This design comes from an exercise in tuning for small area on the open sky130 flow, not from production work. Only simulation tests tie the RTL to the original design; equivalence was not proved. Power figures rest on the tool's default switching activity, not on a simulated workload.

[flow/config.mk]
export PLATFORM = sky130hd
export DESIGN_NAME = top
export DESIGN_NICKNAME = top
export VERILOG_FILES = /design/flow/design.v
export SDC_FILE = /design/flow/constraint.sdc
export NUM_CORES = 4
export LEC_CHECK = 0
export CAP_MARGIN = 20
export CORE_MARGIN = 2
export CORE_UTILIZATION = 40
export SLEW_MARGIN = 20
[flow/constraint.sdc]
create_clock -name core_clock -period 4.0 [get_ports {clk}]
set_input_delay 0.8000 -clock core_clock [delete_from_list [all_inputs] [get_ports {clk}]]
set_output_delay 0.8000 -clock core_clock [all_outputs]
set_load 0.01 [all_outputs]
[flow/design.v]
module cas (
  input  [7:0] a,
  input  [7:0] b,
  output [7:0] lo,
  output [7:0] hi
);
wire [8:0] gt;
assign gt[0] = 1'b0;
genvar i;
generate
  for (i = 0; i < 8; i = i + 1) begin : rip
    assign gt[i+1] = (a[i] & ~b[i]) | (gt[i] & (a[i] | ~b[i]));
  end
endgenerate
wire swap = gt[8];
assign lo = swap ? b : a;
assign hi = swap ? a : b;
endmodule
module top #(parameter n = 16, parameter k = 8)
(
  input clk,
  input rstn,
  input  [n * k - 1 : 0] in,
  output [n * k - 1 : 0] out
);
reg [4:0] age;
always @(posedge clk or negedge rstn) begin
  if (!rstn)
    age <= 5'd0;
  else if (age != 5'd17)
    age <= age + 5'd1;
end
wire valid = (age == 5'd17);
wire [7:0] x_0 = in[7:0];
wire [7:0] x_1 = in[15:8];
wire [7:0] x_2 = in[23:16];
wire [7:0] x_3 = in[31:24];
wire [7:0] x_4 = in[39:32];
wire [7:0] x_5 = in[47:40];
wire [7:0] x_6 = in[55:48];
wire [7:0] x_7 = in[63:56];
wire [7:0] x_8 = in[71:64];
wire [7:0] x_9 = in[79:72];
wire [7:0] x_10 = in[87:80];
wire [7:0] x_11 = in[95:88];
wire [7:0] x_12 = in[103:96];
wire [7:0] x_13 = in[111:104];
wire [7:0] x_14 = in[119:112];
wire [7:0] x_15 = in[127:120];
wire [7:0] c0_lo, c0_hi;
cas u_cas0 (.a(x_0), .b(x_13), .lo(c0_lo), .hi(c0_hi));
wire [7:0] c1_lo, c1_hi;
cas u_cas1 (.a(x_1), .b(x_12), .lo(c1_lo), .hi(c1_hi));
wire [7:0] c2_lo, c2_hi;
cas u_cas2 (.a(x_2), .b(x_15), .lo(c2_lo), .hi(c2_hi));
wire [7:0] c3_lo, c3_hi;
cas u_cas3 (.a(x_3), .b(x_14), .lo(c3_lo), .hi(c3_hi));
wire [7:0] c4_lo, c4_hi;
cas u_cas4 (.a(x_4), .b(x_8), .lo(c4_lo), .hi(c4_hi));
wire [7:0] c5_lo, c5_hi;
cas u_cas5 (.a(x_5), .b(x_6), .lo(c5_lo), .hi(c5_hi));
wire [7:0] c6_lo, c6_hi;
cas u_cas6 (.a(x_7), .b(x_11), .lo(c6_lo), .hi(c6_hi));
wire [7:0] c7_lo, c7_hi;
cas u_cas7 (.a(x_9), .b(x_10), .lo(c7_lo), .hi(c7_hi));
reg [127:0] s0;
always @(posedge clk) s0 <= {c2_hi, c3_hi, c0_hi, c1_hi, c6_hi, c7_hi, c7_lo, c4_hi, c6_lo, c5_hi, c5_lo, c4_lo, c3_lo, c2_lo, c1_lo, c0_lo};
wire [7:0] s0_0 = s0[7:0];
wire [7:0] s0_1 = s0[15:8];
wire [7:0] s0_2 = s0[23:16];
wire [7:0] s0_3 = s0[31:24];
wire [7:0] s0_4 = s0[39:32];
wire [7:0] s0_5 = s0[47:40];
wire [7:0] s0_6 = s0[55:48];
wire [7:0] s0_7 = s0[63:56];
wire [7:0] s0_8 = s0[71:64];
wire [7:0] s0_9 = s0[79:72];
wire [7:0] s0_10 = s0[87:80];
wire [7:0] s0_11 = s0[95:88];
wire [7:0] s0_12 = s0[103:96];
wire [7:0] s0_13 = s0[111:104];
wire [7:0] s0_14 = s0[119:112];
wire [7:0] s0_15 = s0[127:120];
wire [7:0] c8_lo, c8_hi;
cas u_cas8 (.a(s0_0), .b(s0_5), .lo(c8_lo), .hi(c8_hi));
wire [7:0] c9_lo, c9_hi;
cas u_cas9 (.a(s0_1), .b(s0_7), .lo(c9_lo), .hi(c9_hi));
wire [7:0] c10_lo, c10_hi;
cas u_cas10 (.a(s0_2), .b(s0_9), .lo(c10_lo), .hi(c10_hi));
wire [7:0] c11_lo, c11_hi;
cas u_cas11 (.a(s0_3), .b(s0_4), .lo(c11_lo), .hi(c11_hi));
wire [7:0] c12_lo, c12_hi;
cas u_cas12 (.a(s0_6), .b(s0_13), .lo(c12_lo), .hi(c12_hi));
wire [7:0] c13_lo, c13_hi;
cas u_cas13 (.a(s0_8), .b(s0_14), .lo(c13_lo), .hi(c13_hi));
wire [7:0] c14_lo, c14_hi;
cas u_cas14 (.a(s0_10), .b(s0_15), .lo(c14_lo), .hi(c14_hi));
wire [7:0] c15_lo, c15_hi;
cas u_cas15 (.a(s0_11), .b(s0_12), .lo(c15_lo), .hi(c15_hi));
reg [127:0] s1;
always @(posedge clk) s1 <= {c14_hi, c13_hi, c12_hi, c15_hi, c15_lo, c14_lo, c10_hi, c13_lo, c9_hi, c12_lo, c8_hi, c11_hi, c11_lo, c10_lo, c9_lo, c8_lo};
wire [7:0] s1_0 = s1[7:0];
wire [7:0] s1_1 = s1[15:8];
wire [7:0] s1_2 = s1[23:16];
wire [7:0] s1_3 = s1[31:24];
wire [7:0] s1_4 = s1[39:32];
wire [7:0] s1_5 = s1[47:40];
wire [7:0] s1_6 = s1[55:48];
wire [7:0] s1_7 = s1[63:56];
wire [7:0] s1_8 = s1[71:64];
wire [7:0] s1_9 = s1[79:72];
wire [7:0] s1_10 = s1[87:80];
wire [7:0] s1_11 = s1[95:88];
wire [7:0] s1_12 = s1[103:96];
wire [7:0] s1_13 = s1[111:104];
wire [7:0] s1_14 = s1[119:112];
wire [7:0] s1_15 = s1[127:120];
wire [7:0] c16_lo, c16_hi;
cas u_cas16 (.a(s1_0), .b(s1_1), .lo(c16_lo), .hi(c16_hi));
wire [7:0] c17_lo, c17_hi;
cas u_cas17 (.a(s1_2), .b(s1_3), .lo(c17_lo), .hi(c17_hi));
wire [7:0] c18_lo, c18_hi;
cas u_cas18 (.a(s1_4), .b(s1_5), .lo(c18_lo), .hi(c18_hi));
wire [7:0] c19_lo, c19_hi;
cas u_cas19 (.a(s1_6), .b(s1_8), .lo(c19_lo), .hi(c19_hi));
wire [7:0] c20_lo, c20_hi;
cas u_cas20 (.a(s1_7), .b(s1_9), .lo(c20_lo), .hi(c20_hi));
wire [7:0] c21_lo, c21_hi;
cas u_cas21 (.a(s1_10), .b(s1_11), .lo(c21_lo), .hi(c21_hi));
wire [7:0] c22_lo, c22_hi;
cas u_cas22 (.a(s1_12), .b(s1_13), .lo(c22_lo), .hi(c22_hi));
wire [7:0] c23_lo, c23_hi;
cas u_cas23 (.a(s1_14), .b(s1_15), .lo(c23_lo), .hi(c23_hi));
reg [127:0] s2;
always @(posedge clk) s2 <= {c23_hi, c23_lo, c22_hi, c22_lo, c21_hi, c21_lo, c20_hi, c19_hi, c20_lo, c19_lo, c18_hi, c18_lo, c17_hi, c17_lo, c16_hi, c16_lo};
wire [7:0] s2_0 = s2[7:0];
wire [7:0] s2_1 = s2[15:8];
wire [7:0] s2_2 = s2[23:16];
wire [7:0] s2_3 = s2[31:24];
wire [7:0] s2_4 = s2[39:32];
wire [7:0] s2_5 = s2[47:40];
wire [7:0] s2_6 = s2[55:48];
wire [7:0] s2_7 = s2[63:56];
wire [7:0] s2_8 = s2[71:64];
wire [7:0] s2_9 = s2[79:72];
wire [7:0] s2_10 = s2[87:80];
wire [7:0] s2_11 = s2[95:88];
wire [7:0] s2_12 = s2[103:96];
wire [7:0] s2_13 = s2[111:104];
wire [7:0] s2_14 = s2[119:112];
wire [7:0] s2_15 = s2[127:120];
wire [7:0] c24_lo, c24_hi;
cas u_cas24 (.a(s2_0), .b(s2_2), .lo(c24_lo), .hi(c24_hi));
wire [7:0] c25_lo, c25_hi;
cas u_cas25 (.a(s2_1), .b(s2_3), .lo(c25_lo), .hi(c25_hi));
wire [7:0] c26_lo, c26_hi;
cas u_cas26 (.a(s2_4), .b(s2_10), .lo(c26_lo), .hi(c26_hi));
wire [7:0] c27_lo, c27_hi;
cas u_cas27 (.a(s2_5), .b(s2_11), .lo(c27_lo), .hi(c27_hi));
wire [7:0] c28_lo, c28_hi;
cas u_cas28 (.a(s2_6), .b(s2_7), .lo(c28_lo), .hi(c28_hi));
wire [7:0] c29_lo, c29_hi;
cas u_cas29 (.a(s2_8), .b(s2_9), .lo(c29_lo), .hi(c29_hi));
wire [7:0] c30_lo, c30_hi;
cas u_cas30 (.a(s2_12), .b(s2_14), .lo(c30_lo), .hi(c30_hi));
wire [7:0] c31_lo, c31_hi;
cas u_cas31 (.a(s2_13), .b(s2_15), .lo(c31_lo), .hi(c31_hi));
reg [127:0] s3;
always @(posedge clk) s3 <= {c31_hi, c30_hi, c31_lo, c30_lo, c27_hi, c26_hi, c29_hi, c29_lo, c28_hi, c28_lo, c27_lo, c26_lo, c25_hi, c24_hi, c25_lo, c24_lo};
wire [7:0] s3_0 = s3[7:0];
wire [7:0] s3_1 = s3[15:8];
wire [7:0] s3_2 = s3[23:16];
wire [7:0] s3_3 = s3[31:24];
wire [7:0] s3_4 = s3[39:32];
wire [7:0] s3_5 = s3[47:40];
wire [7:0] s3_6 = s3[55:48];
wire [7:0] s3_7 = s3[63:56];
wire [7:0] s3_8 = s3[71:64];
wire [7:0] s3_9 = s3[79:72];
wire [7:0] s3_10 = s3[87:80];
wire [7:0] s3_11 = s3[95:88];
wire [7:0] s3_12 = s3[103:96];
wire [7:0] s3_13 = s3[111:104];
wire [7:0] s3_14 = s3[119:112];
wire [7:0] s3_15 = s3[127:120];
wire [7:0] c32_lo, c32_hi;
cas u_cas32 (.a(s3_1), .b(s3_2), .lo(c32_lo), .hi(c32_hi));
wire [7:0] c33_lo, c33_hi;
cas u_cas33 (.a(s3_3), .b(s3_12), .lo(c33_lo), .hi(c33_hi));
wire [7:0] c34_lo, c34_hi;
cas u_cas34 (.a(s3_4), .b(s3_6), .lo(c34_lo), .hi(c34_hi));
wire [7:0] c35_lo, c35_hi;
cas u_cas35 (.a(s3_5), .b(s3_7), .lo(c35_lo), .hi(c35_hi));
wire [7:0] c36_lo, c36_hi;
cas u_cas36 (.a(s3_8), .b(s3_10), .lo(c36_lo), .hi(c36_hi));
wire [7:0] c37_lo, c37_hi;
cas u_cas37 (.a(s3_9), .b(s3_11), .lo(c37_lo), .hi(c37_hi));
wire [7:0] c38_lo, c38_hi;
cas u_cas38 (.a(s3_13), .b(s3_14), .lo(c38_lo), .hi(c38_hi));
reg [127:0] s4;
always @(posedge clk) s4 <= {s3_15, c38_hi, c38_lo, c33_hi, c37_hi, c36_hi, c37_lo, c36_lo, c35_hi, c34_hi, c35_lo, c34_lo, c33_lo, c32_hi, c32_lo, s3_0};
wire [7:0] s4_0 = s4[7:0];
wire [7:0] s4_1 = s4[15:8];
wire [7:0] s4_2 = s4[23:16];
wire [7:0] s4_3 = s4[31:24];
wire [7:0] s4_4 = s4[39:32];
wire [7:0] s4_5 = s4[47:40];
wire [7:0] s4_6 = s4[55:48];
wire [7:0] s4_7 = s4[63:56];
wire [7:0] s4_8 = s4[71:64];
wire [7:0] s4_9 = s4[79:72];
wire [7:0] s4_10 = s4[87:80];
wire [7:0] s4_11 = s4[95:88];
wire [7:0] s4_12 = s4[103:96];
wire [7:0] s4_13 = s4[111:104];
wire [7:0] s4_14 = s4[119:112];
wire [7:0] s4_15 = s4[127:120];
wire [7:0] c39_lo, c39_hi;
cas u_cas39 (.a(s4_1), .b(s4_4), .lo(c39_lo), .hi(c39_hi));
wire [7:0] c40_lo, c40_hi;
cas u_cas40 (.a(s4_2), .b(s4_6), .lo(c40_lo), .hi(c40_hi));
wire [7:0] c41_lo, c41_hi;
cas u_cas41 (.a(s4_5), .b(s4_8), .lo(c41_lo), .hi(c41_hi));
wire [7:0] c42_lo, c42_hi;
cas u_cas42 (.a(s4_7), .b(s4_10), .lo(c42_lo), .hi(c42_hi));
wire [7:0] c43_lo, c43_hi;
cas u_cas43 (.a(s4_9), .b(s4_13), .lo(c43_lo), .hi(c43_hi));
wire [7:0] c44_lo, c44_hi;
cas u_cas44 (.a(s4_11), .b(s4_14), .lo(c44_lo), .hi(c44_hi));
reg [127:0] s5;
always @(posedge clk) s5 <= {s4_15, c44_hi, c43_hi, s4_12, c44_lo, c42_hi, c43_lo, c41_hi, c42_lo, c40_hi, c41_lo, c39_hi, s4_3, c40_lo, c39_lo, s4_0};
wire [7:0] s5_0 = s5[7:0];
wire [7:0] s5_1 = s5[15:8];
wire [7:0] s5_2 = s5[23:16];
wire [7:0] s5_3 = s5[31:24];
wire [7:0] s5_4 = s5[39:32];
wire [7:0] s5_5 = s5[47:40];
wire [7:0] s5_6 = s5[55:48];
wire [7:0] s5_7 = s5[63:56];
wire [7:0] s5_8 = s5[71:64];
wire [7:0] s5_9 = s5[79:72];
wire [7:0] s5_10 = s5[87:80];
wire [7:0] s5_11 = s5[95:88];
wire [7:0] s5_12 = s5[103:96];
wire [7:0] s5_13 = s5[111:104];
wire [7:0] s5_14 = s5[119:112];
wire [7:0] s5_15 = s5[127:120];
wire [7:0] c45_lo, c45_hi;
cas u_cas45 (.a(s5_2), .b(s5_4), .lo(c45_lo), .hi(c45_hi));
wire [7:0] c46_lo, c46_hi;
cas u_cas46 (.a(s5_3), .b(s5_6), .lo(c46_lo), .hi(c46_hi));
wire [7:0] c47_lo, c47_hi;
cas u_cas47 (.a(s5_9), .b(s5_12), .lo(c47_lo), .hi(c47_hi));
wire [7:0] c48_lo, c48_hi;
cas u_cas48 (.a(s5_11), .b(s5_13), .lo(c48_lo), .hi(c48_hi));
reg [127:0] s6;
always @(posedge clk) s6 <= {s5_15, s5_14, c48_hi, c47_hi, c48_lo, s5_10, c47_lo, s5_8, s5_7, c46_hi, s5_5, c45_hi, c46_lo, c45_lo, s5_1, s5_0};
wire [7:0] s6_0 = s6[7:0];
wire [7:0] s6_1 = s6[15:8];
wire [7:0] s6_2 = s6[23:16];
wire [7:0] s6_3 = s6[31:24];
wire [7:0] s6_4 = s6[39:32];
wire [7:0] s6_5 = s6[47:40];
wire [7:0] s6_6 = s6[55:48];
wire [7:0] s6_7 = s6[63:56];
wire [7:0] s6_8 = s6[71:64];
wire [7:0] s6_9 = s6[79:72];
wire [7:0] s6_10 = s6[87:80];
wire [7:0] s6_11 = s6[95:88];
wire [7:0] s6_12 = s6[103:96];
wire [7:0] s6_13 = s6[111:104];
wire [7:0] s6_14 = s6[119:112];
wire [7:0] s6_15 = s6[127:120];
wire [7:0] c49_lo, c49_hi;
cas u_cas49 (.a(s6_3), .b(s6_5), .lo(c49_lo), .hi(c49_hi));
wire [7:0] c50_lo, c50_hi;
cas u_cas50 (.a(s6_6), .b(s6_8), .lo(c50_lo), .hi(c50_hi));
wire [7:0] c51_lo, c51_hi;
cas u_cas51 (.a(s6_7), .b(s6_9), .lo(c51_lo), .hi(c51_hi));
wire [7:0] c52_lo, c52_hi;
cas u_cas52 (.a(s6_10), .b(s6_12), .lo(c52_lo), .hi(c52_hi));
reg [127:0] s7;
always @(posedge clk) s7 <= {s6_15, s6_14, s6_13, c52_hi, s6_11, c52_lo, c51_hi, c50_hi, c51_lo, c50_lo, c49_hi, s6_4, c49_lo, s6_2, s6_1, s6_0};
wire [7:0] s7_0 = s7[7:0];
wire [7:0] s7_1 = s7[15:8];
wire [7:0] s7_2 = s7[23:16];
wire [7:0] s7_3 = s7[31:24];
wire [7:0] s7_4 = s7[39:32];
wire [7:0] s7_5 = s7[47:40];
wire [7:0] s7_6 = s7[55:48];
wire [7:0] s7_7 = s7[63:56];
wire [7:0] s7_8 = s7[71:64];
wire [7:0] s7_9 = s7[79:72];
wire [7:0] s7_10 = s7[87:80];
wire [7:0] s7_11 = s7[95:88];
wire [7:0] s7_12 = s7[103:96];
wire [7:0] s7_13 = s7[111:104];
wire [7:0] s7_14 = s7[119:112];
wire [7:0] s7_15 = s7[127:120];
wire [7:0] c53_lo, c53_hi;
cas u_cas53 (.a(s7_3), .b(s7_4), .lo(c53_lo), .hi(c53_hi));
wire [7:0] c54_lo, c54_hi;
cas u_cas54 (.a(s7_5), .b(s7_6), .lo(c54_lo), .hi(c54_hi));
wire [7:0] c55_lo, c55_hi;
cas u_cas55 (.a(s7_7), .b(s7_8), .lo(c55_lo), .hi(c55_hi));
wire [7:0] c56_lo, c56_hi;
cas u_cas56 (.a(s7_9), .b(s7_10), .lo(c56_lo), .hi(c56_hi));
wire [7:0] c57_lo, c57_hi;
cas u_cas57 (.a(s7_11), .b(s7_12), .lo(c57_lo), .hi(c57_hi));
reg [127:0] s8;
always @(posedge clk) s8 <= {s7_15, s7_14, s7_13, c57_hi, c57_lo, c56_hi, c56_lo, c55_hi, c55_lo, c54_hi, c54_lo, c53_hi, c53_lo, s7_2, s7_1, s7_0};
wire [7:0] s8_0 = s8[7:0];
wire [7:0] s8_1 = s8[15:8];
wire [7:0] s8_2 = s8[23:16];
wire [7:0] s8_3 = s8[31:24];
wire [7:0] s8_4 = s8[39:32];
wire [7:0] s8_5 = s8[47:40];
wire [7:0] s8_6 = s8[55:48];
wire [7:0] s8_7 = s8[63:56];
wire [7:0] s8_8 = s8[71:64];
wire [7:0] s8_9 = s8[79:72];
wire [7:0] s8_10 = s8[87:80];
wire [7:0] s8_11 = s8[95:88];
wire [7:0] s8_12 = s8[103:96];
wire [7:0] s8_13 = s8[111:104];
wire [7:0] s8_14 = s8[119:112];
wire [7:0] s8_15 = s8[127:120];
wire [7:0] c58_lo, c58_hi;
cas u_cas58 (.a(s8_6), .b(s8_7), .lo(c58_lo), .hi(c58_hi));
wire [7:0] c59_lo, c59_hi;
cas u_cas59 (.a(s8_8), .b(s8_9), .lo(c59_lo), .hi(c59_hi));
wire [95:0] low = {s8_15[5:0], s8_14[5:0], s8_13[5:0], s8_12[5:0], s8_11[5:0], s8_10[5:0], c59_hi[5:0], c59_lo[5:0], c58_hi[5:0], c58_lo[5:0], s8_5[5:0], s8_4[5:0], s8_3[5:0], s8_2[5:0], s8_1[5:0], s8_0[5:0]};
wire [15:0] z1;
assign z1[0] = (~s8_0[7] & ~s8_0[6]);
assign z1[1] = (~s8_1[7] & ~s8_1[6]);
assign z1[2] = (~s8_2[7] & ~s8_2[6]);
assign z1[3] = (~s8_3[7] & ~s8_3[6]);
assign z1[4] = (~s8_4[7] & ~s8_4[6]);
assign z1[5] = (~s8_5[7] & ~s8_5[6]);
assign z1[6] = ((~s8_6[7] & ~s8_6[6]) | (~s8_7[7] & ~s8_7[6]));
assign z1[7] = ((~s8_6[7] & ~s8_6[6]) & (~s8_7[7] & ~s8_7[6]));
assign z1[8] = ((~s8_8[7] & ~s8_8[6]) | (~s8_9[7] & ~s8_9[6]));
assign z1[9] = ((~s8_8[7] & ~s8_8[6]) & (~s8_9[7] & ~s8_9[6]));
assign z1[10] = (~s8_10[7] & ~s8_10[6]);
assign z1[11] = (~s8_11[7] & ~s8_11[6]);
assign z1[12] = (~s8_12[7] & ~s8_12[6]);
assign z1[13] = (~s8_13[7] & ~s8_13[6]);
assign z1[14] = (~s8_14[7] & ~s8_14[6]);
assign z1[15] = (~s8_15[7] & ~s8_15[6]);
wire [15:0] z2;
assign z2[0] = (~s8_0[7]);
assign z2[1] = (~s8_1[7]);
assign z2[2] = (~s8_2[7]);
assign z2[3] = (~s8_3[7]);
assign z2[4] = (~s8_4[7]);
assign z2[5] = (~s8_5[7]);
assign z2[6] = ((~s8_6[7]) | (~s8_7[7]));
assign z2[7] = ((~s8_6[7]) & (~s8_7[7]));
assign z2[8] = ((~s8_8[7]) | (~s8_9[7]));
assign z2[9] = ((~s8_8[7]) & (~s8_9[7]));
assign z2[10] = (~s8_10[7]);
assign z2[11] = (~s8_11[7]);
assign z2[12] = (~s8_12[7]);
assign z2[13] = (~s8_13[7]);
assign z2[14] = (~s8_14[7]);
assign z2[15] = (~s8_15[7]);
wire [15:0] z3;
assign z3[0] = (~(s8_0[7] & s8_0[6]));
assign z3[1] = (~(s8_1[7] & s8_1[6]));
assign z3[2] = (~(s8_2[7] & s8_2[6]));
assign z3[3] = (~(s8_3[7] & s8_3[6]));
assign z3[4] = (~(s8_4[7] & s8_4[6]));
assign z3[5] = (~(s8_5[7] & s8_5[6]));
assign z3[6] = ((~(s8_6[7] & s8_6[6])) | (~(s8_7[7] & s8_7[6])));
assign z3[7] = ((~(s8_6[7] & s8_6[6])) & (~(s8_7[7] & s8_7[6])));
assign z3[8] = ((~(s8_8[7] & s8_8[6])) | (~(s8_9[7] & s8_9[6])));
assign z3[9] = ((~(s8_8[7] & s8_8[6])) & (~(s8_9[7] & s8_9[6])));
assign z3[10] = (~(s8_10[7] & s8_10[6]));
assign z3[11] = (~(s8_11[7] & s8_11[6]));
assign z3[12] = (~(s8_12[7] & s8_12[6]));
assign z3[13] = (~(s8_13[7] & s8_13[6]));
assign z3[14] = (~(s8_14[7] & s8_14[6]));
assign z3[15] = (~(s8_15[7] & s8_15[6]));
reg [110:0] e9;
always @(posedge clk) e9 <= {therm2bin(z3), therm2bin(z2), therm2bin(z1), low};
reg [110:0] e10;
always @(posedge clk) e10 <= e9;
reg [110:0] e11;
always @(posedge clk) e11 <= e10;
reg [110:0] e12;
always @(posedge clk) e12 <= e11;
reg [110:0] e13;
always @(posedge clk) e13 <= e12;
reg [110:0] e14;
always @(posedge clk) e14 <= e13;
reg [110:0] e15;
always @(posedge clk) e15 <= e14;
reg [110:0] e16;
always @(posedge clk) e16 <= e15;
wire [4:0] cnt1 = e16[100:96];
wire [4:0] cnt2 = e16[105:101];
wire [4:0] cnt3 = e16[110:106];
genvar h;
generate
  for (h = 0; h < 16; h = h + 1) begin : expand
    wire b7 = (h >= cnt2);
    wire b6 = ((h >= cnt1) && (h < cnt2)) || (h >= cnt3);
    assign out[8*h+7 -: 8] = valid ? {b7, b6, e16[6*h+5 -: 6]} : 8'd0;
  end
endgenerate
function [4:0] therm2bin;
  input [15:0] z;
  begin
    therm2bin[4] = z[15];
    therm2bin[3] = z[7] & ~z[15];
    therm2bin[2] = (z[3] & ~z[7]) | (z[11] & ~z[15]);
    therm2bin[1] = (z[1] & ~z[3]) | (z[5] & ~z[7]) | (z[9] & ~z[11]) | (z[13] & ~z[15]);
    therm2bin[0] = (z[0] & ~z[1]) | (z[2] & ~z[3]) | (z[4] & ~z[5]) | (z[6] & ~z[7]) |
                   (z[8] & ~z[9]) | (z[10] & ~z[11]) | (z[12] & ~z[13]) | (z[14] & ~z[15]);
  end
endfunction
endmodule
[flow/run.sh]
#!/bin/bash
# synth_recipe.tcl (not shown) runs the flow's synth.tcl, then flattens the netlist and writes it again
# the make line also repeats each setting of config.mk as NAME=value (left out here)
make -C /OpenROAD-flow-scripts/flow DESIGN_CONFIG=/design/flow/config.mk WORK_HOME=/design/flow/orfs CLKGATE_MAP_FILE= SYNTH_SCRIPT=/design/flow/synth_recipe.tcl finish
==> summary.txt, run 1 <==
Run status:
- The run finished with no timing, DRC or antenna violations.

Power:
- For this design the ratio of total power to cell area is 962 mW/mm^2.
- The worst ir drop on vdd is ~0.00053 V.
- The completed layout was analyzed and its total power is 0.0703 W.
- The cell leakage power is slightly above 30 nW.

Synthesis:
- Of the total synthesized cell area, the portion taken by XOR and XNOR cells is 0.0569%.
- Yosys mapped the design onto 70 distinct sky130hd cell types.
- The synthesis warning total is 1.
- A synthesized cell averages 13.2 sq um.
- Of the total synthesized cell area, the portion taken by full adders, half adders and majority gates is 1.85%.
- The post-synthesis cell count is 4671.
- For this run, the leading register cell type out of synthesis is sky130_fd_sc_hd__dfxtp_1.
- The post-synth design cell area is 0.0615 sq mm.
- The share of async-settable or async-resettable flops after synthesis is 0.244%.
- The total nets after synthesis is 4813.
- The complex-gate fraction of the synthesized area is 7.19%.
- Counting flops and latches in the post-synthesis netlist gives 2045.
- Yosys mapped a number of flops with a built-in enable equal to 0.
- The dominant combinational cell family by area after synthesis is multiplexers.
- Summing the areas of all and, or, nand and nor instances in the mapped netlist gives 5.01% of the synthesized area.
- The share of the yosys chip area belonging to registers is 66.6%.
- The portion of netlist area occupied by mux cells is 15.2%.

Global route:
- The wire length of the first global-routing pass is 172 mm.
- After global routing, the most crowded layer is met2.
- For this run the aggregate overflow at the end of global routing stands at 0.
- The largest net degree at the start of global routing is around 60.
- The via count of the first global-routing pass came to 31900.
- In the global route stage, met1 resource usage came out at 17.1%.
- The total routing usage reported by global routing is 13.9%.
- The initial antenna violation count is 1.
- In the global route stage, met3 resource usage came out at 2.88%.
- The met2 routing resource usage after global routing is 23.6%.

CTS:
- After clock tree synthesis, the setup repair step added 0 buffers.
- The number of levels the H-tree was split into is 4.
- The worst-case clock buffer depth is 3.
- Clock-pin slew was measured on the worst setup and hold paths at around 0.060 ns.
- Once the clock tree was built, the resizer swapped 0 gates to a different size.
- The later-pin clock latency in the skew report is 0.83 ns.
- The cell at the root of the clock tree is sky130_fd_sc_hd__clkbuf_16.
- The number of hold buffers added after CTS was 0.
- Buffers inserted during clock tree synthesis total 196.
- The CTS tree is yes.
- For this design, the sink count on the clock tree is 2045.

Die:
- The height of the die is 396 um.
- The die covers 0.157 sq mm.
- The region available for standard cell placement spans 0.152 sq mm.
- Measured along the x axis, the die boundary spans 396 um.
- For this configuration, the core starts out at a cell density of 40.4%.
- The total I/O pin count is 258.
- After floorplanning, the core was divided into 143 placement rows.

Worst setup path:
- The worst setup path is launched from a register.
- Along the worst path, the maximum fanout reaches 26.
- The critical path arrival is just under 3 ns.
- STA classifies the critical path endpoint as an output pin.
- The class of the most critical setup path is register to output pin.
- The required time at the endpoint of the critical path is 3.20 ns.

Detailed routing:
- The total wire length is 110 mm.
- The length of the first detailed-routing pass in iterations is 6.
- The detailed router finished its first iteration with 1713 violations.
- The number of design rule violations left after detail routing is 0.
- In this run the remaining antenna-violating nets after routing total 0.
- The total via count in the routed design is 32500.
- The routed via count divided by cell count is 4.49.
- The average wire length per cell after detail routing is 15.3 um.

Timing:
- The clock period could shrink to 3.75 ns.
- Setup repair after global routing left no endpoint under its margin.
- The final count of hold timing violations is 0.
- Setup violations remaining at the end of the flow were counted as 0.
- The total count of max-transition violations in the final report came to 0.
- The final period utilization is 93.7%.
- Across the routed clock network, the largest skew measured is roughly 0.05 ns.
- After routing, the total negative slack on setup checks comes to 0 ns.
- The measured slew at the worst slew-check pin is about 1.1 ns.
- The worst pin sits at a relative slew slack of 28.2%.
- Derived from the worst setup path, the maximum achievable clock frequency is 267 MHz.

Finish:
- The final-stage net count is 5186.
- The final antenna diode count is 0.
- Of the cells placed in the final design, the portion with a size suffix greater than 1 is between 20 and 25%.
- After routing the design area is roughly 0.073 sq mm.
- From synthesis to final layout, the design area changed by 18.8%.

Job:
- The number of max-cap violations is 0.

Place:
- In this run the cell area measured after placement is 0.0660 sq mm.
- The sum of net half-perimeters after detailed placement is just over 80 mm.
- At the end of routability-driven placement, the weighted congestion stood at 0.836.
- Port buffering added 257 buffers.

Worst hold path:
- The path category of the worst min-delay check is primary input to async pin.
-- state kept, by name (all words and copies together) (netlist names), 128 cells and up --
name and flops:
s8 128, s4 128, s5 128, s0 128, s6 128, s2 128, s1 128, s3 128
s7 128
-- metal layers --
layer,vias to the layer above,wire (um)
li1,16600,-
met1,15100,49900
met2,640,52800
met3,184,4640
met4,0,3230
met5,-,0
-- cells in the mapped netlist (4+ instances only) --
cell type                      n  area share (%)
sky130_fd_sc_hd__dfxtp_1    2040              66
sky130_fd_sc_hd__inv_1       488             3.0
sky130_fd_sc_hd__mux2_2      363             6.6
sky130_fd_sc_hd__mux2_4      186             4.5
sky130_fd_sc_hd__mux2i_1     138             2.2
sky130_fd_sc_hd__and2_1      122             1.2
sky130_fd_sc_hd__nand2b_1    122             1.2
sky130_fd_sc_hd__nor2_1      115            0.70
sky130_fd_sc_hd__nand2_1     105            0.64
sky130_fd_sc_hd__mux2_1       99             1.8
sky130_fd_sc_hd__o22ai_1      91            0.93
sky130_fd_sc_hd__maj3_1       63             1.0
sky130_fd_sc_hd__a222oi_1     62             1.0
sky130_fd_sc_hd__a21oi_1      61            0.50
sky130_fd_sc_hd__nor2b_1      51            0.52
sky130_fd_sc_hd__o21ai_1      47            0.38
sky130_fd_sc_hd__a211oi_1     40            0.49
sky130_fd_sc_hd__o21ai_0      39            0.32
sky130_fd_sc_hd__a21oi_2      34            0.48
sky130_fd_sc_hd__buf_6        33            0.60
sky130_fd_sc_hd__a221oi_1     32            0.46
sky130_fd_sc_hd__maj3_2       32            0.59
sky130_fd_sc_hd__a22o_4       31            0.88
sky130_fd_sc_hd__or2_2        28            0.28
sky130_fd_sc_hd__clkbuf_1     26            0.16
sky130_fd_sc_hd__o221ai_1     22            0.31
sky130_fd_sc_hd__a21boi_0     19            0.23
sky130_fd_sc_hd__a31oi_1      18            0.18
sky130_fd_sc_hd__nor3_1       17            0.14
sky130_fd_sc_hd__buf_2        14            0.11
sky130_fd_sc_hd__o2bb2ai_1    13            0.19
sky130_fd_sc_hd__ha_1         12            0.24
sky130_fd_sc_hd__buf_4        10            0.12
sky130_fd_sc_hd__nand3_1       9           0.073
sky130_fd_sc_hd__o21a_1        8           0.098
sky130_fd_sc_hd__o31ai_1       8           0.098
sky130_fd_sc_hd__a32oi_1       7            0.10
sky130_fd_sc_hd__a31o_2        6           0.085
sky130_fd_sc_hd__dfrtp_1       5            0.20
sky130_fd_sc_hd__a2bb2oi_1     4           0.057
sky130_fd_sc_hd__o211ai_1      4           0.049
sky130_fd_sc_hd__xnor2_1       4           0.057
-- worst paths after layout --
kind                          from      end  slack [ns]  depth (start not counted)
hold / removal                rstn   age[1]        0.20                          1
setup / recovery            age[1]   out[7]        0.25                          7
setup reg to reg            s1[76]   s2[57]        1.66                          6
min in group core_clock    e15[77]  e16[77]        0.30                          0
max in group asynchronous     rstn   age[0]        3.61                          1
hold reg to reg            e15[77]  e16[77]        0.30                          0
-- layout make-up --
type                       instances  area, sq um
clock buffer                     262         5540
clock inverter                   102         1450
fill                           13400        79300
inverter                         490         1840
multi-input combinational       2048        18100
sequential                      2045        41000
tap                             2030         2540
timing repair buffer             263         2620
-- power by group --
part	switching [W]	leakage (nW)	total (W)	internal, W
logic	0.00740	10.5	0.0173	0.00990
registers	0.00426	17.2	0.0340	0.0298
clock network	0.00776	3.40	0.0190	0.0112
-- stage by stage --
step / std cells / hold slack (ns) / utilization (%) / setup slack [ns]
6_report: 7240 / 0.200 / 48.0 / 0.253
5_1_grt: 7240 / 0.157 / 48.0 / 0.0104
4_1_cts: 7240 / 0.117 / 47.9 / 0.131
3_5_place_dp: 6876 / 0.312 / 43.3 / 1.06
3_3_place_gp: 6876 / 0.310 / 43.3 / 1.09
2_1_floorplan: 4671 / 0.310 / - / 1.72
-- critical path, cell delays in order, from the launching register on --
cell and delay (ns):
sky130_fd_sc_hd__dfrtp_1 0.41, sky130_fd_sc_hd__inv_1 0.07, sky130_fd_sc_hd__ha_1 0.16, sky130_fd_sc_hd__nand4bb_1 0.21, sky130_fd_sc_hd__buf_6 0.24, sky130_fd_sc_hd__or2_2 0.34
sky130_fd_sc_hd__nor3_1 0.14, sky130_fd_sc_hd__clkdlybuf4s50_1 0.56
-- layout by cell type, fill, tap and decap left out, types with 115 or more instances in the layout --
cell                              Yosys  routed
sky130_fd_sc_hd__dfxtp_1           2040    2040
sky130_fd_sc_hd__and2_1             122     122
sky130_fd_sc_hd__nand2b_1           122     122
sky130_fd_sc_hd__clkdlybuf4s50_1      0     257
sky130_fd_sc_hd__inv_1              488     488
sky130_fd_sc_hd__nor2_1             115     115
sky130_fd_sc_hd__mux2_2             363     363
sky130_fd_sc_hd__mux2i_1            138     138
sky130_fd_sc_hd__mux2_4             186     186
sky130_fd_sc_hd__clkbuf_16            0     196
-- logic make-up after synthesis --
logic type	after synthesis
compound gates	568
xor+xnor	4
fa+ha+maj	107
buf+inv	578
flops	2045
mux	786
simple gates	583
==> run 2, diff against run 1 <==
==> flow/flow/run.sh (new file) <==
#!/bin/bash
# Standard synthesis and layout, with three changes to how the layout is made:
# the ports are buffered with the smallest buffer, clock tree synthesis adds
# no dummy loads, and global routing downsizes gates that have timing slack.
set -euo pipefail
export BUFFER_PORTS_ARGS="-buffer_cell sky130_fd_sc_hd__buf_1"
export CTS_ARGS="-sink_clustering_enable -repair_clock_nets -dont_use_dummy_load"
export RECOVER_POWER=100
bash standard.sh finish > flow_make.log 2>&1
==> flow/standard.sh (new file) <==
#!/bin/bash
# synth_recipe.tcl (not shown) runs the flow's synth.tcl, then flattens the netlist and writes it again
# the make line also repeats each setting of config.mk as NAME=value (left out here)
make -C /OpenROAD-flow-scripts/flow DESIGN_CONFIG=/design/flow/config.mk WORK_HOME=/design/flow/orfs CLKGATE_MAP_FILE= SYNTH_SCRIPT=/design/flow/synth_recipe.tcl "${@:-finish}"
removed: flow/run.sh
==> run 2 against run 1 <==
The layout now fails its checks (max-capacitance violations, max-slew violations). Via count is 1.3% lower. Clock power is 21% lower. Synthesized cell count stayed put. Clock skew up 0.028 ns. Clock-buffer cell count shrank 68. Register-to-register slack lost 0.63 ns. Cell area decreased by 6.8%. Sequential share of layout area increased by 4.1 points. Highest routed layer unchanged.
==> summary.txt, run 2 <==
Die:
- The row count came to 143 (unchanged).
- The total I/O pin count is 258 (unchanged).
- The core area came to 0.152 sq mm (unchanged).
- The height of the die is 396 um (unchanged).
- The width of the chip is 396 um (unchanged).
- The initial standard-cell utilization of the core is 40.4% (unchanged).
- The die outline area is 0.157 sq mm (unchanged).

Timing:
- The worst slack on hold paths is 0.251 ns (was 0.200 ns).
- The worst setup margin came to 0.605 ns (was 0.253 ns).
- The final critical-path required period is 3.39 ns (was 3.75 ns).
- The highest attainable clock frequency is 295 MHz (was 267 MHz).
- The remaining max-slew budget at the tightest pin is -32.8% (was 28.2%).
- The measured slew at the worst slew-check pin is 1.99 ns (was 1.07 ns).
- The final count of hold timing violations is 0 (unchanged).
- RSZ-0062 raised after global routing: false (unchanged).
- The worst clock skew is 0.0793 ns (was 0.0514 ns).
- The number of setup violations in the final report was 0 (unchanged).
- The total count of max-transition violations in the final report is 68 (was 0).
- The setup TNS after final layout is 0 ns (unchanged).
- The final period utilization is 84.9% (was 93.7%).

Synthesis:
- The post-synthesis register bit count is 2045 (unchanged).
- The most used flip-flop cell after synthesis is sky130_fd_sc_hd__dfxtp_1 (unchanged).
- The total nets after synthesis is 4813 (unchanged).
- The mean cell area of the mapped netlist is 13.2 sq um (unchanged).
- The post-synthesis cell count is 4671 (unchanged).
- The number of flops mapped to enable cells by yosys was 0 (unchanged).
- Leading post-synthesis cells by cell area: sky130_fd_sc_hd__dfxtp_1, sky130_fd_sc_hd__mux2_2, sky130_fd_sc_hd__mux2_4, sky130_fd_sc_hd__inv_1, sky130_fd_sc_hd__mux2i_1 (unchanged).
- The synthesis warning total is 1 (unchanged).
- The most instantiated library cell after synthesis was sky130_fd_sc_hd__dfxtp_1 (unchanged).
- The share of async-settable or async-resettable flops after synthesis is 0.244% (unchanged).
- The share of the yosys chip area belonging to registers is 66.6% (unchanged).
- Commonest cells in the synthesized netlist: sky130_fd_sc_hd__dfxtp_1, sky130_fd_sc_hd__inv_1, sky130_fd_sc_hd__mux2_2, sky130_fd_sc_hd__mux2_4, sky130_fd_sc_hd__mux2i_1 (unchanged).
- The post-synth design cell area is 0.0615 sq mm (unchanged).
- The distinct cell type count of the synthesized netlist came to 70 (unchanged).
- The largest area contributor in the netlist is sky130_fd_sc_hd__dfxtp_1 (unchanged).
- The portion of synthesized cell area occupied by the leading cell type is 66.4% (unchanged).

Finish:
- The final-stage net count is 5185 (was 5186).
- The relative area change from synthesis to final layout came to 10.7% (was 18.8%).
- The most frequent standard cell in the layout excluding fill and tap cells was sky130_fd_sc_hd__dfxtp_1 (unchanged).
- Most frequent cells in the layout: sky130_fd_sc_hd__dfxtp_1, sky130_fd_sc_hd__inv_1, sky130_fd_sc_hd__mux2_1 (was sky130_fd_sc_hd__dfxtp_1, sky130_fd_sc_hd__inv_1, sky130_fd_sc_hd__mux2_2).
- The fraction of layout instances using a drive strength above 1 was 10.2% (was 20.0%).

Detailed routing:
- The first-iteration detailed-routing DRC count is 1590 (was 1713).
- The length of the first detailed-routing pass in iterations is 6 (unchanged).
- The number of design rule violations left after detail routing was 0 (unchanged).
- The average wire length per cell after detail routing is 15.7 um (was 15.3 um).
- The total wire length came to 111 mm (was 110 mm).
- The total via count in the routed design came to 32100 (was 32500).
- The routed via count divided by cell count is 4.54 (was 4.49).
- The count of antenna-violating nets left after detailed routing came to 0 (unchanged).

CTS:
- The later-pin clock latency in the skew report is 0.84 ns (was 0.83 ns).
- The CTS tree is yes (unchanged).
- The total clock sinks was 2045 (unchanged).
- The number of gates resized after CTS came to 0 (unchanged).
- The worst-case clock buffer depth is 3 (unchanged).
- The cell at the root of the clock tree was sky130_fd_sc_hd__clkbuf_16 (unchanged).
- The total clock buffers created by CTS was 194 (was 196).
- The number of levels the H-tree was split into came to 4 (unchanged).
- The post-CTS setup repair buffer count was 0 (unchanged).
- The post-CTS clock slew at the launch and capture registers of the worst setup and hold paths came to 0.06 ns (about the same).

Global route:
- The wire length of the first global-routing pass is 171 mm (was 172 mm).
- The via count of the first global-routing pass is 31500 (was 31900).
- The total routing usage reported by global routing is 13.8% (was 13.9%).
- The initial antenna violation count is 1 (unchanged).
- The global-route congestion overflow total came to 0 (unchanged).
- The largest net degree at the start of global routing is 61 (unchanged).

Job:
- The number of max-cap violations was 6 (was 0).

Run status:
- The layout checks failed on max-capacitance violations, max-slew violations.
- Run status: complete, but fails checks (was finished clean).

Worst setup path:
- The largest incremental delay on the critical path is 0.46 ns (was 0.56 ns).
- The cell type of the slowest stage on the worst timing path is sky130_fd_sc_hd__buf_4 (was sky130_fd_sc_hd__clkdlybuf4s50_1).
- Cells along the critical path: inv_1 -> ha_1 -> nor4bb_1 -> buf_4 -> and2_0 -> buf_1 (was inv_1 -> ha_1 -> nand4bb_1 -> buf_6 -> or2_2 -> nor3_1 -> clkdlybuf4s50_1).
- The required time at the endpoint of the critical path is 3.20 ns (about the same).
- The critical path arrival was 2.59 ns (was 2.95 ns).
- The class of the most critical setup path is register to output pin (unchanged).
- The category of the worst setup path launch point is a register (unchanged).
- The critical-path maximum fanout is 60 (was 26).
- The category of the worst setup path capture point is an output pin (unchanged).

Power:
- The cell leakage power came to 28.5 nW (was 31.2 nW).
- The power per unit of standard cell area is 930 mW/mm^2 (was 962 mW/mm^2).
- The total power draw is 0.0634 W (was 0.0703 W).
- The worst ir drop on vdd is 0.000420 V (was 0.000526 V).

Worst hold path:
- The path category of the worst min-delay check is register to register (was primary input to async pin).

Place:
- The sum of net half-perimeters after detailed placement is 81.9 mm (was 81.8 mm).
- The global placer's final weighted congestion came to 0.859 (was 0.836).
- The number of port buffers is 257 (unchanged).
- The post-placement worst setup slack is 1.38 ns (was 1.06 ns).
==> run 2: final cells by class <==
| type | instances | area (sq um) |
|---|---|---|
| diodes | 2 | 5.00 |
| inverters | 490 | 1840 |
| multi-input cells | 2048 | 16900 |
| fillers | 14100 | 84300 |
| clock buffers | 194 | 4850 |
| well taps | 2030 | 2540 |
| repair buffers | 264 | 1010 |
| flip-flops and latches | 2045 | 41000 |
==> run 2: logic make-up (layout without fill, tap and decap cells) <==
kind of cell | after synthesis | after routing | share of synthesized area (%)
DFF | 2045 | 2045 | 66.6
muxes | 786 | 786 | 15.2
and+or+nand+nor | 583 | 583 | 5.01
buffers and inverters | 578 | 948 | 4.10
AOI/OAI and AO/OA | 568 | 568 | 7.19
adders and majority gates | 107 | 107 | 1.85
xor gates and xnor gates | 4 | 4 | 0.0569
other | 0 | 2 | 0
==> run 2: worst paths after layout <==
| kind | from | end | slack (ns) | cells after the start |
|---|---|---|---|---|
| worst min-delay path | s8[21] | e9[17] | 0.25 | 0 |
| worst min register to register | s8[21] | e9[17] | 0.25 | 0 |
| max in group asynchronous | rstn | age[0] | 3.37 | 2 |
| min in group asynchronous | rstn | age[4] | 0.39 | 2 |
| worst max register to register | s3[80] | s4[80] | 1.03 | 6 |
| worst max-delay path | age[1] | out[115] | 0.61 | 6 |
==> run 2: metal layers <==
metal | vias to the layer above | part of all wire [%] | global-route usage (%)
met1 | 14900 | 45 | 17.0
met3 | 213 | 4.4 | 2.88
met4 | 0 | 3.3 | 5.63
li1 | 16400 | - | -
met5 | - | 0 | 0
met2 | 629 | 47 | 23.5
==> run 2: worst max-delay path: cells and delay by family, from the launching register on <==
kind                       cells  cell delay [ns]
adders and majority gates      1             0.14
DFF                            1             0.41
buffers and inverters          3             0.68
and+or+nand+nor                2             0.51
==> run 2: report_power, final <==
| part | switching, W | internal, W | total, W |
|---|---|---|---|
| clock network | 0.00657 | 0.00844 | 0.0150 |
| registers | 0.00417 | 0.0298 | 0.0340 |
| logic | 0.00711 | 0.00729 | 0.0144 |
==> run 2: metrics by stage <==
step | area (sq um) | utilization (%) | instances
finish | 68200 | 44.7 | 7073
global route | 68200 | 44.7 | 7071
CTS | 69300 | 45.5 | 7071
detailed placement | 64400 | 42.3 | 6876
global placement | 64400 | 42.3 | 6876
floorplan | 61500 | - | 4671
==> run 2: repair_timing <==
item	in CTS	in global routing
hold buffers	1	0
setup endpoints to repair	0	0
hold endpoints to repair	5	0
==> run 3, diff against run 2 <==
==> flow/flow/run.sh (replaced) <==
#!/bin/bash
# Standard synthesis and layout, with these changes to how the layout is made:
#  - after synthesis, 2:1 mux cells that share a select are rewritten as
#    o22a/o22ai cells with one inverter per select (muxrw.py);
#  - the ports are buffered with the smallest buffer;
#  - clock tree synthesis adds no dummy loads;
#  - after placement repair, gates with slack are downsized, then slew and
#    capacitance are repaired again (post_resize.tcl).
set -euo pipefail
F=$(pwd)/flow
R=orfs/results/sky130hd/top/base
export BUFFER_PORTS_ARGS="-buffer_cell sky130_fd_sc_hd__buf_1"
export CTS_ARGS="-sink_clustering_enable -repair_clock_nets -dont_use_dummy_load"
export POST_RESIZE_TCL=$F/post_resize.tcl
bash standard.sh synth > synth.log 2>&1
cp $R/1_2_yosys.v $R/1_2_yosys.std.v
python3 $F/muxrw.py $R/1_2_yosys.std.v $R/1_2_yosys.v > muxrw.log 2>&1
rm -f $R/1_synth.odb
bash standard.sh synth > synth_odb.log 2>&1
bash standard.sh finish > layout.log 2>&1
==> flow/flow/muxrw.py (new file) <==
#!/usr/bin/env python3
"""Rewrite 2:1 multiplexer cells of a Yosys netlist as OR-AND gates.

A select net that drives several mux2/mux2i cells gets one inverter, and each
of those cells becomes an o22a (mux2) or o22ai (mux2i) cell, which is
smaller:  S ? A1 : A0  ==  (S | A0) & (~S | A1).
Usage: muxrw.py IN.v OUT.v
"""
import re, sys, collections

src = open(sys.argv[1]).read()
inst_re = re.compile(r'(\n\s*)(sky130_fd_sc_hd__(mux2i?)_\d+)\s+(\S+)\s*\((.*?)\);', re.S)
pin_re = re.compile(r'\.(\w+)\(\s*(.*?)\s*\)\s*(?:,|$)', re.S)

def pins(body):
    # escaped identifiers keep the space that ends them
    return {m.group(1): (m.group(2) + ' ' if m.group(2).startswith('\\') else m.group(2))
            for m in pin_re.finditer(body.strip())}

muxes = []
count = None
for m in inst_re.finditer(src):
    muxes.append((m, pins(m.group(5))))


# existing inverters of a select net
inv_re = re.compile(r'sky130_fd_sc_hd__(?:inv|clkinv)_\d+\s+\S+\s*\((.*?)\);', re.S)
have_inv = {}
for m in inv_re.finditer(src):
    p = pins(m.group(1))
    if 'A' in p and 'Y' in p:
        have_inv.setdefault(p['A'], p['Y'])

# buffers: a select net is inverted at the root of its buffer tree
buf_re = re.compile(r'sky130_fd_sc_hd__(?:buf|clkbuf)_\d+\s+\S+\s*\((.*?)\);', re.S)
buf_in = {}
for m in buf_re.finditer(src):
    p = pins(m.group(1))
    if 'A' in p and 'X' in p:
        buf_in[p['X']] = p['A']
def root(s):
    while s in buf_in:
        s = buf_in[s]
    return s

count = collections.Counter(root(p['S']) for _, p in muxes)
new_inv = {}
def sel_n(s):
    r = root(s)
    if r in have_inv:
        return have_inv[r]
    if r not in new_inv:
        new_inv[r] = '\\muxrw_sn%d ' % len(new_inv)
    return new_inv[r]

out = []
pos = 0
nrw = 0
for m, p in muxes:
    s = p['S']
    if count[root(s)] < 2 and root(s) not in have_inv:
        continue
    sn = sel_n(s)
    if m.group(3) == 'mux2i':
        cell, o = 'sky130_fd_sc_hd__o22ai_1', '.Y(%s)' % p['Y']
    else:
        cell, o = 'sky130_fd_sc_hd__o22a_1', '.X(%s)' % p['X']
    out.append(src[pos:m.start()])
    out.append('%s%s %s (.A1(%s), .A2(%s), .B1(%s), .B2(%s), %s);' %
               (m.group(1), cell, m.group(4), s, p['A0'], sn, p['A1'], o))
    pos = m.end()
    nrw += 1
out.append(src[pos:])
res = ''.join(out)
decl = []
for i, (s, sn) in enumerate(new_inv.items()):
    decl.append(' wire %s;' % sn)
    decl.append(' sky130_fd_sc_hd__inv_1 \\muxrw_inv%d  (.A(%s), .Y(%s));' % (i, s, sn))
k = res.rindex('endmodule')
res = res[:k] + '\n'.join(decl) + '\n' + res[k:]
open(sys.argv[2], 'w').write(res)
print('muxrw: %d muxes rewritten, %d inverters added, %d reused' %
      (nrw, len(new_inv), len([s for s in count if s in have_inv])))
==> flow/flow/post_resize.tcl (new file) <==
# After placement-based repair: downsize gates whose paths have slack, then
# repair max slew / capacitance / fanout again.
repair_timing -recover_power 100 -verbose
repair_design_helper
==> run 3 against run 2 <==
Final cell count shrank 0.71%. Now clean on timing, DRC and antenna. First-iteration DRC count up 34%. Worst setup slack worse by 0.14 ns.
==> summary.txt, run 3 <==
Global route:
- The via count of the first global-routing pass is 32400 (was 31500).
- The global-route congestion overflow total was 0 (unchanged).
- The initial antenna violation count is 1 (unchanged).
- The wire length of the first global-routing pass came to 176 mm (was 171 mm).
- The total routing usage reported by global routing was 14.8% (was 13.8%).
- The largest net degree at the start of global routing came to 53 (was 61).

Die:
- The width of the chip is 388 um (was 396 um).
- The core area is 0.146 sq mm (was 0.152 sq mm).
- The height of the die was 388 um (was 396 um).
- The initial standard-cell utilization of the core is 40.4% (about the same).
- The row count was 140 (was 143).
- The total I/O pin count was 258 (unchanged).
- The die outline area is 0.150 sq mm (was 0.157 sq mm).

Finish:
- The final antenna diode count is 0 (was 2).
- The number of filler instances in the final layout is 13200 (was 14100).
- The final-stage net count is 5250 (was 5185).
- The relative area change from synthesis to final layout is 12.2% (was 10.7%).
- Most frequent cells in the layout: sky130_fd_sc_hd__dfxtp_1, sky130_fd_sc_hd__o22a_1, sky130_fd_sc_hd__inv_1 (was sky130_fd_sc_hd__dfxtp_1, sky130_fd_sc_hd__inv_1, sky130_fd_sc_hd__mux2_1).
- The fraction of layout instances using a drive strength above 1 is 4.68% (was 10.2%).
- The most frequent standard cell in the layout excluding fill and tap cells is sky130_fd_sc_hd__dfxtp_1 (unchanged).

Power:
- The clock power share is 24.2% (was 23.7%).
- The switching power total is 0.0186 W (was 0.0178 W).
- The cell leakage power is 27.2 nW (was 28.5 nW).
- The power per unit of standard cell area is 939 mW/mm^2 (was 930 mW/mm^2).
- The total power draw is 0.0621 W (was 0.0634 W).
- The worst ir drop on vdd is 0.000381 V (was 0.000420 V).
- The design internal power is 0.0435 W (was 0.0455 W).
- The portion of total power attributed to combinational logic is 23.2% (was 22.7%).
- The share of total power consumed by net switching came to 30.0% (was 28.2%).
- The register share of total power is 52.6% (was 53.6%).

CTS:
- The post-CTS clock slew at the launch and capture registers of the worst setup and hold paths came to 0.06 ns (about the same).
- The number of levels the H-tree was split into is 4 (unchanged).
- The post-CTS setup repair buffer count came to 0 (unchanged).
- The CTS tree is yes (unchanged).
- The later-pin clock latency in the skew report is 0.81 ns (was 0.84 ns).
- The cell at the root of the clock tree is sky130_fd_sc_hd__clkbuf_16 (unchanged).
- The total clock buffers created by CTS is 194 (unchanged).
- The worst-case clock buffer depth is 3 (unchanged).
- The total clock sinks is 2045 (unchanged).

Worst setup path:
- The reg-to-reg startpoint is s3[88] (was s3[80]).
- Cells along the critical path: inv_1 -> ha_1 -> nor4bb_2 -> buf_6 -> buf_12 -> and2_1 -> buf_1 (was inv_1 -> ha_1 -> nor4bb_1 -> buf_4 -> and2_0 -> buf_1).
- The class of the most critical setup path is register to output pin (unchanged).
- The category of the worst setup path capture point is an output pin (unchanged).
- The cell type of the slowest stage on the worst timing path is sky130_fd_sc_hd__dfrtp_1 (was sky130_fd_sc_hd__buf_4).
- The launch point of the critical path is age[1] (unchanged).
- The required time at the endpoint of the critical path came to 3.20 ns (about the same).
- The largest incremental delay on the critical path was 0.40 ns (was 0.46 ns).
- The gate family responsible for the most delay along the worst path is buffers and inverters (unchanged).
- The critical path arrival is 2.74 ns (was 2.59 ns).
- The combined buffer and inverter count along the critical path was 4 (was 3).
- The category of the worst setup path launch point is a register (unchanged).
- The critical-path maximum fanout is 52 (was 60).

Detailed routing:
- The routed via count divided by cell count is 4.87 (was 4.54).
- The total via count in the routed design is 34200 (was 32100).
- The first-iteration detailed-routing DRC count is 2128 (was 1590).
- The total wire length came to 114 mm (was 111 mm).
- The length of the first detailed-routing pass in iterations is 7 (was 6).
- The count of antenna-violating nets left after detailed routing is 0 (unchanged).
- The average wire length per cell after detail routing is 16.2 um (was 15.7 um).
- The number of design rule violations left after detail routing came to 0 (unchanged).

Synthesis:
- The total nets after synthesis came to 4873 (was 4813).
- The post-synthesis cell count is 4731 (was 4671).
- The mean cell area of the mapped netlist is 12.5 sq um (was 13.2 sq um).
- The post-synth design cell area was 0.0589 sq mm (was 0.0615 sq mm).
- The synthesis warning total is 1 (unchanged).

Place:
- The number of port buffers came to 257 (unchanged).
- The sum of net half-perimeters after detailed placement came to 83.3 mm (was 81.9 mm).
- The global placer's final weighted congestion is 0.874 (was 0.859).

Timing:
- The remaining max-slew budget at the tightest pin is 32.4% (was -32.8%).
- The total count of max-transition violations in the final report is 0 (was 68).
- The final period utilization was 88.4% (was 84.9%).
- The final count of hold timing violations was 0 (unchanged).
- The measured slew at the worst slew-check pin is 1.01 ns (was 1.99 ns).
- RSZ-0062 raised after global routing: false (unchanged).
- The worst clock skew came to 0.0724 ns (was 0.0793 ns).
- The number of setup violations in the final report is 0 (unchanged).
- The setup TNS after final layout is 0 ns (unchanged).
- The final critical-path required period is 3.54 ns (was 3.39 ns).
- The highest attainable clock frequency was 283 MHz (was 295 MHz).

Job:
- The number of max-cap violations is 0 (was 6).

Run status:
- Run status: finished clean (was complete, but fails checks).

Worst hold path:
- The path category of the worst min-delay check is register to register (unchanged).
- The launch instance of the worst min-delay path was e15[26] (was s8[21]).
-- run 3: final timing paths --
check | end | slack (ns) | depth (start not counted)
worst max-delay path | out[20] | 0.46 | 7
worst min-delay path | e16[26] | 0.25 | 0
worst max register to register | s4[90] | 1.34 | 7
worst min register to register | e16[26] | 0.25 | 0
max in group asynchronous | age[1] | 3.38 | 2
min in group asynchronous | age[4] | 0.41 | 2
-- run 3: through the flow --
stage / util [%] / instances / cell area [sq um] / setup slack, ns / hold slack, ns
2_1_floorplan: - / 4731 / 58900 / 1.72 / 0.310
3_3_place_gp: 42.3 / 6826 / 61700 / 1.07 / 0.310
3_5_place_dp: 42.0 / 6828 / 61200 / 0.904 / 0.312
4_1_cts: 45.3 / 7023 / 66100 / 0.0685 / 0.202
5_1_grt: 45.3 / 7023 / 66100 / 0.208 / 0.244
6_report: 45.3 / 7023 / 66100 / 0.464 / 0.247
-- run 3: power by group through the flow --
stage	registers [W]	clock network (W)	logic, W
after floorplan	0.0313	0	0.0124
after global placement	0.0330	0	0.0149
after detailed placement	0.0331	0	0.0144
after CTS	0.0327	0.0155	0.0145
after global routing	0.0335	0.0163	0.0160
final	0.0327	0.0150	0.0144
-- run 3: metal layers --
layer  global-route usage [%]  up-vias  share of wire (%)
met4                     5.77        0                3.2
met3                     3.13      235                4.7
met5                        0        -                  0
met2                     24.9      757                 47
li1                         -    17300                  -
met1                     18.4    15900                 45
-- run 3: area by class of cell --
type	count	area, sq um	share of cell area [%]
timing repair buffer	269	1040	1.58
multi-input combinational	2048	14800	22.4
inverter	550	2060	3.12
tap	1917	2400	3.63
sequential	2045	41000	62.0
clock buffer	194	4850	7.34
-- run 3: timing repair --
item | CTS | global route
hold buffers | 1 | 0
setup endpoints to repair | 0 | 52
endpoints found under the hold margin | 5 | 0
resized for setup | 0 | 3
-- run 3: worst register-to-register path, stage by stage (launching register included) --
cell	delay, ns
sky130_fd_sc_hd__dfxtp_1	0.32
sky130_fd_sc_hd__nand2b_1	0.14
sky130_fd_sc_hd__maj3_1	0.34
sky130_fd_sc_hd__a21oi_1	0.12
sky130_fd_sc_hd__nor3_1	0.06
sky130_fd_sc_hd__o22ai_1	0.75
sky130_fd_sc_hd__inv_1	0.45
sky130_fd_sc_hd__o22a_1	0.32
==> run 4, diff against run 3 <==
--- a/flow/flow/run.sh
+++ b/flow/flow/run.sh
@@ -10,7 +10,7 @@
 F=$(pwd)/flow
 R=orfs/results/sky130hd/top/base
 export BUFFER_PORTS_ARGS="-buffer_cell sky130_fd_sc_hd__buf_1"
-export CTS_ARGS="-sink_clustering_enable -repair_clock_nets -dont_use_dummy_load"
+export CTS_ARGS="-sink_clustering_enable -repair_clock_nets -dont_use_dummy_load -buf_list {sky130_fd_sc_hd__clkbuf_4 sky130_fd_sc_hd__clkbuf_8}"
 export POST_RESIZE_TCL=$F/post_resize.tcl
 bash standard.sh synth > synth.log 2>&1
 cp $R/1_2_yosys.v $R/1_2_yosys.std.v
==> run 4 against run 3 <==
Clock skew rose by 0.014 ns. Sequential share of layout area rose by 0.31 points. Worst setup slack got worse by 0.19 ns. Register-to-register slack barely moved. First-iteration DRC count fell by 6.0%. Clock-buffer cell count rose by 134. Fmax fell by 5.1%. Via count rose by 1.7%. Combinational power barely moved. Still clean on timing, DRC and antenna. Critical endpoint unchanged.
==> summary.txt, run 4 <==
Detailed routing:
- The count of antenna-violating nets left after detailed routing is 0 (unchanged).
- The length of the first detailed-routing pass in iterations came to 8 (was 7).
- The total wire length is 115 mm (was 114 mm).
- The total via count in the routed design was 34800 (was 34200).
- The first-iteration detailed-routing DRC count is 2000 (was 2128).
- The number of design rule violations left after detail routing came to 0 (unchanged).
- The average wire length per cell after detail routing is 16.0 um (was 16.2 um).
- The routed via count divided by cell count is 4.85 (was 4.87).

Die:
- The die outline area is 0.150 sq mm (unchanged).
- The height of the die is 388 um (unchanged).
- The total I/O pin count is 258 (unchanged).
- The row count is 140 (unchanged).
- The core area is 0.146 sq mm (unchanged).
- The width of the chip is 388 um (unchanged).
- The initial standard-cell utilization of the core is 40.4% (unchanged).

CTS:
- The later-pin clock latency in the skew report is 1.01 ns (was 0.81 ns).
- The total clock sinks is 2045 (unchanged).
- The number of levels the H-tree was split into is 5 (was 4).
- The post-CTS clock slew at the launch and capture registers of the worst setup and hold paths came to 0.06 ns (about the same).
- The total clock buffers created by CTS is 328 (was 194).
- The CTS tree is yes (unchanged).
- The worst-case clock buffer depth came to 4 (was 3).
- The cell at the root of the clock tree was sky130_fd_sc_hd__clkbuf_8 (was sky130_fd_sc_hd__clkbuf_16).

Timing:
- The final critical-path required period is 3.73 ns (was 3.54 ns).
- The setup TNS after final layout is 0 ns (unchanged).
- The total count of max-transition violations in the final report is 0 (unchanged).
- The remaining max-slew budget at the tightest pin was 33.5% (was 32.4%).
- The final period utilization is 93.1% (was 88.4%).
- The highest attainable clock frequency is 268 MHz (was 283 MHz).
- The measured slew at the worst slew-check pin is 0.993 ns (was 1.01 ns).
- The final count of hold timing violations is 0 (unchanged).
- The worst setup margin came to 0.274 ns (was 0.464 ns).
- The worst clock skew is 0.0867 ns (was 0.0724 ns).
- The number of setup violations in the final report was 0 (unchanged).

Place:
- The number of port buffers was 257 (unchanged).
- The placed cell area is 0.0612 sq mm (unchanged).
- The sum of net half-perimeters after detailed placement came to 83.3 mm (unchanged).
- The global placer's final weighted congestion is 0.874 (unchanged).
- The post-placement worst setup slack was 0.904 ns (unchanged).
- The placed instance count was 6828 (unchanged).

Finish:
- The final-stage net count came to 5384 (was 5250).
- The post-route standard cell area excluding fillers is 0.0658 sq mm (was 0.0661 sq mm).
- The fraction of layout instances using a drive strength above 1 is 7.12% (was 4.68%).
- The relative area change from synthesis to final layout is 11.6% (was 12.2%).
- The most frequent standard cell in the layout excluding fill and tap cells is sky130_fd_sc_hd__dfxtp_1 (unchanged).
- The final cell utilization of the core came to 45.1% (was 45.3%).
- The number of standard cells in the final layout excluding fillers is 7162 (was 7023).
- The number of filler instances in the final layout is 13400 (was 13200).
- Most frequent cells in the layout: sky130_fd_sc_hd__dfxtp_1, sky130_fd_sc_hd__o22a_1, sky130_fd_sc_hd__inv_1 (unchanged).

Global route:
- The total routing usage reported by global routing was 14.9% (was 14.8%).
- The initial antenna violation count is 5 (was 1).
- The largest net degree at the start of global routing was 53 (unchanged).
- The wire length of the first global-routing pass is 178 mm (was 176 mm).
- The via count of the first global-routing pass is 33400 (was 32400).
- The global-route congestion overflow total is 0 (unchanged).

Job:
- The number of max-cap violations came to 0 (unchanged).

Synthesis:
- The synthesis warning total came to 1 (unchanged).
- The mean cell area of the mapped netlist is 12.5 sq um (unchanged).
- The total nets after synthesis is 4873 (unchanged).
- The post-synth design cell area is 0.0589 sq mm (unchanged).
- The post-synthesis cell count came to 4731 (unchanged).

Worst setup path:
- The cell type of the slowest stage on the worst timing path is sky130_fd_sc_hd__dfrtp_1 (unchanged).
- The required time at the endpoint of the critical path was 3.20 ns (about the same).
- The category of the worst setup path capture point is an output pin (unchanged).
- The class of the most critical setup path is register to output pin (unchanged).
- The category of the worst setup path launch point is a register (unchanged).
- The worst reg-to-reg setup slack is 1.33 ns (was 1.34 ns).
- The critical path arrival is 2.93 ns (was 2.74 ns).
- Cells along the critical path: inv_1 -> ha_1 -> nor4bb_2 -> clkbuf_8 -> buf_12 -> and2_1 -> buf_1 (was inv_1 -> ha_1 -> nor4bb_2 -> buf_6 -> buf_12 -> and2_1 -> buf_1).
- The critical-path maximum fanout is 52 (unchanged).
- The largest incremental delay on the critical path was 0.41 ns (was 0.40 ns).

Run status:
- Run status: finished clean (unchanged).

Power:
- The cell leakage power is 27.1 nW (was 27.2 nW).
- The worst ir drop on vdd came to 0.000339 V (was 0.000381 V).
- The power per unit of standard cell area came to 925 mW/mm^2 (was 939 mW/mm^2).

Worst hold path:
- The path category of the worst min-delay check was primary input to register (was register to register).
## run 4: what timing repair did
item,CTS,global route
gates resized for setup,2,0
hold buffers,1,0
setup endpoints to repair,52,0
buffers inserted,0,0
hold endpoints to repair,5,0
## run 4: critical path: cells and delay by family (launching register included)
family                   cells  cell delay [ns]
flip-flops                   1             0.41
buffers and inverters        4             0.82
AND/OR/NAND/NOR              2             0.53
adder cells (fa/ha/maj)      1             0.16
## run 4: area by class of cell
cell class	count	area [sq um]	area share (%)
sequential	2045	41000	62.3
multi-input combinational	2048	14800	22.5
inverter	550	2060	3.14
timing repair buffer	269	1040	1.59
tap	1917	2400	3.65
antenna	5	12.5	0.0190
clock buffer	328	4510	6.86
## run 4: stage by stage
| stage | hold slack (ns) | power [W] |
|---|---|---|
| 2_1_floorplan | 0.310 | 0.0436 |
| 3_5_place_dp | 0.312 | 0.0475 |
| 5_1_grt | 0.0636 | 0.0647 |
| 3_3_place_gp | 0.310 | 0.0480 |
| 6_report | 0.110 | 0.0609 |
| 4_1_cts | 0.0152 | 0.0616 |
## run 4: routing by layer
| layer | vias to the layer above | GRT usage, % | wire length, um |
|---|---|---|---|
| li1 | 17500 | - | - |
| met1 | 16100 | 18.1 | 51500 |
| met2 | 864 | 24.7 | 53400 |
| met3 | 300 | 3.27 | 5040 |
| met4 | 0 | 7.51 | 4690 |
| met5 | - | 0 | 0 |
## run 4: worst paths after layout
check	startpoint	to	cells past startpoint
setup / recovery	age[1]	out[20]	7
hold / removal	in[31]	s0[119]	3
setup reg to reg	s3[88]	s4[89]	7
hold reg to reg	s6[33]	s7[33]	0
max in group asynchronous	rstn	age[2]	2
min in group asynchronous	rstn	age[0]	2
## run 4: report_power, final
part           leakage, nW  switching [W]  internal, W  total (W)
sequential            17.1        0.00412       0.0286     0.0327
clock                 2.36        0.00656      0.00721     0.0138
combinational         7.63        0.00791      0.00651     0.0144

static timing again, ports no longer ideal:
The flow's constraints put no driver on any port. The routed layouts listed below were extracted and timed again, unchanged, in two steps.
Step 1: set_driving_cell puts a clkbuf_16 on clk and a buf_2 on each other input, an assumption about the parent block.
Step 2, shift: input delay + t, output delay - t, t = (earliest + latest rising clock arrival at the registers) / 2. This alone moves slack from input paths to output paths.
Three values: ideal, step 1, step 2; two values: the first two.
| run | t (ns) | slack for setup (ns) | slew at the worst register clock pin (ns) | cell pins on the clock port's net |
|---|---|---|---|---|
| run 1 | 0.879 | 0.253 / 0.177 / 1.057 | 0.06 / 0.06 | 1 |
| run 2 | 0.864 | 0.605 / 0.526 / 1.033 | 0.06 / 0.06 | 1 |
| run 3 | 0.843 | 0.464 / 0.390 / 0.877 | 0.06 / 0.06 | 1 |
| run 4 | 1.025 | 0.274 / 0.202 / 0.856 | 0.06 / 0.06 | 1 |
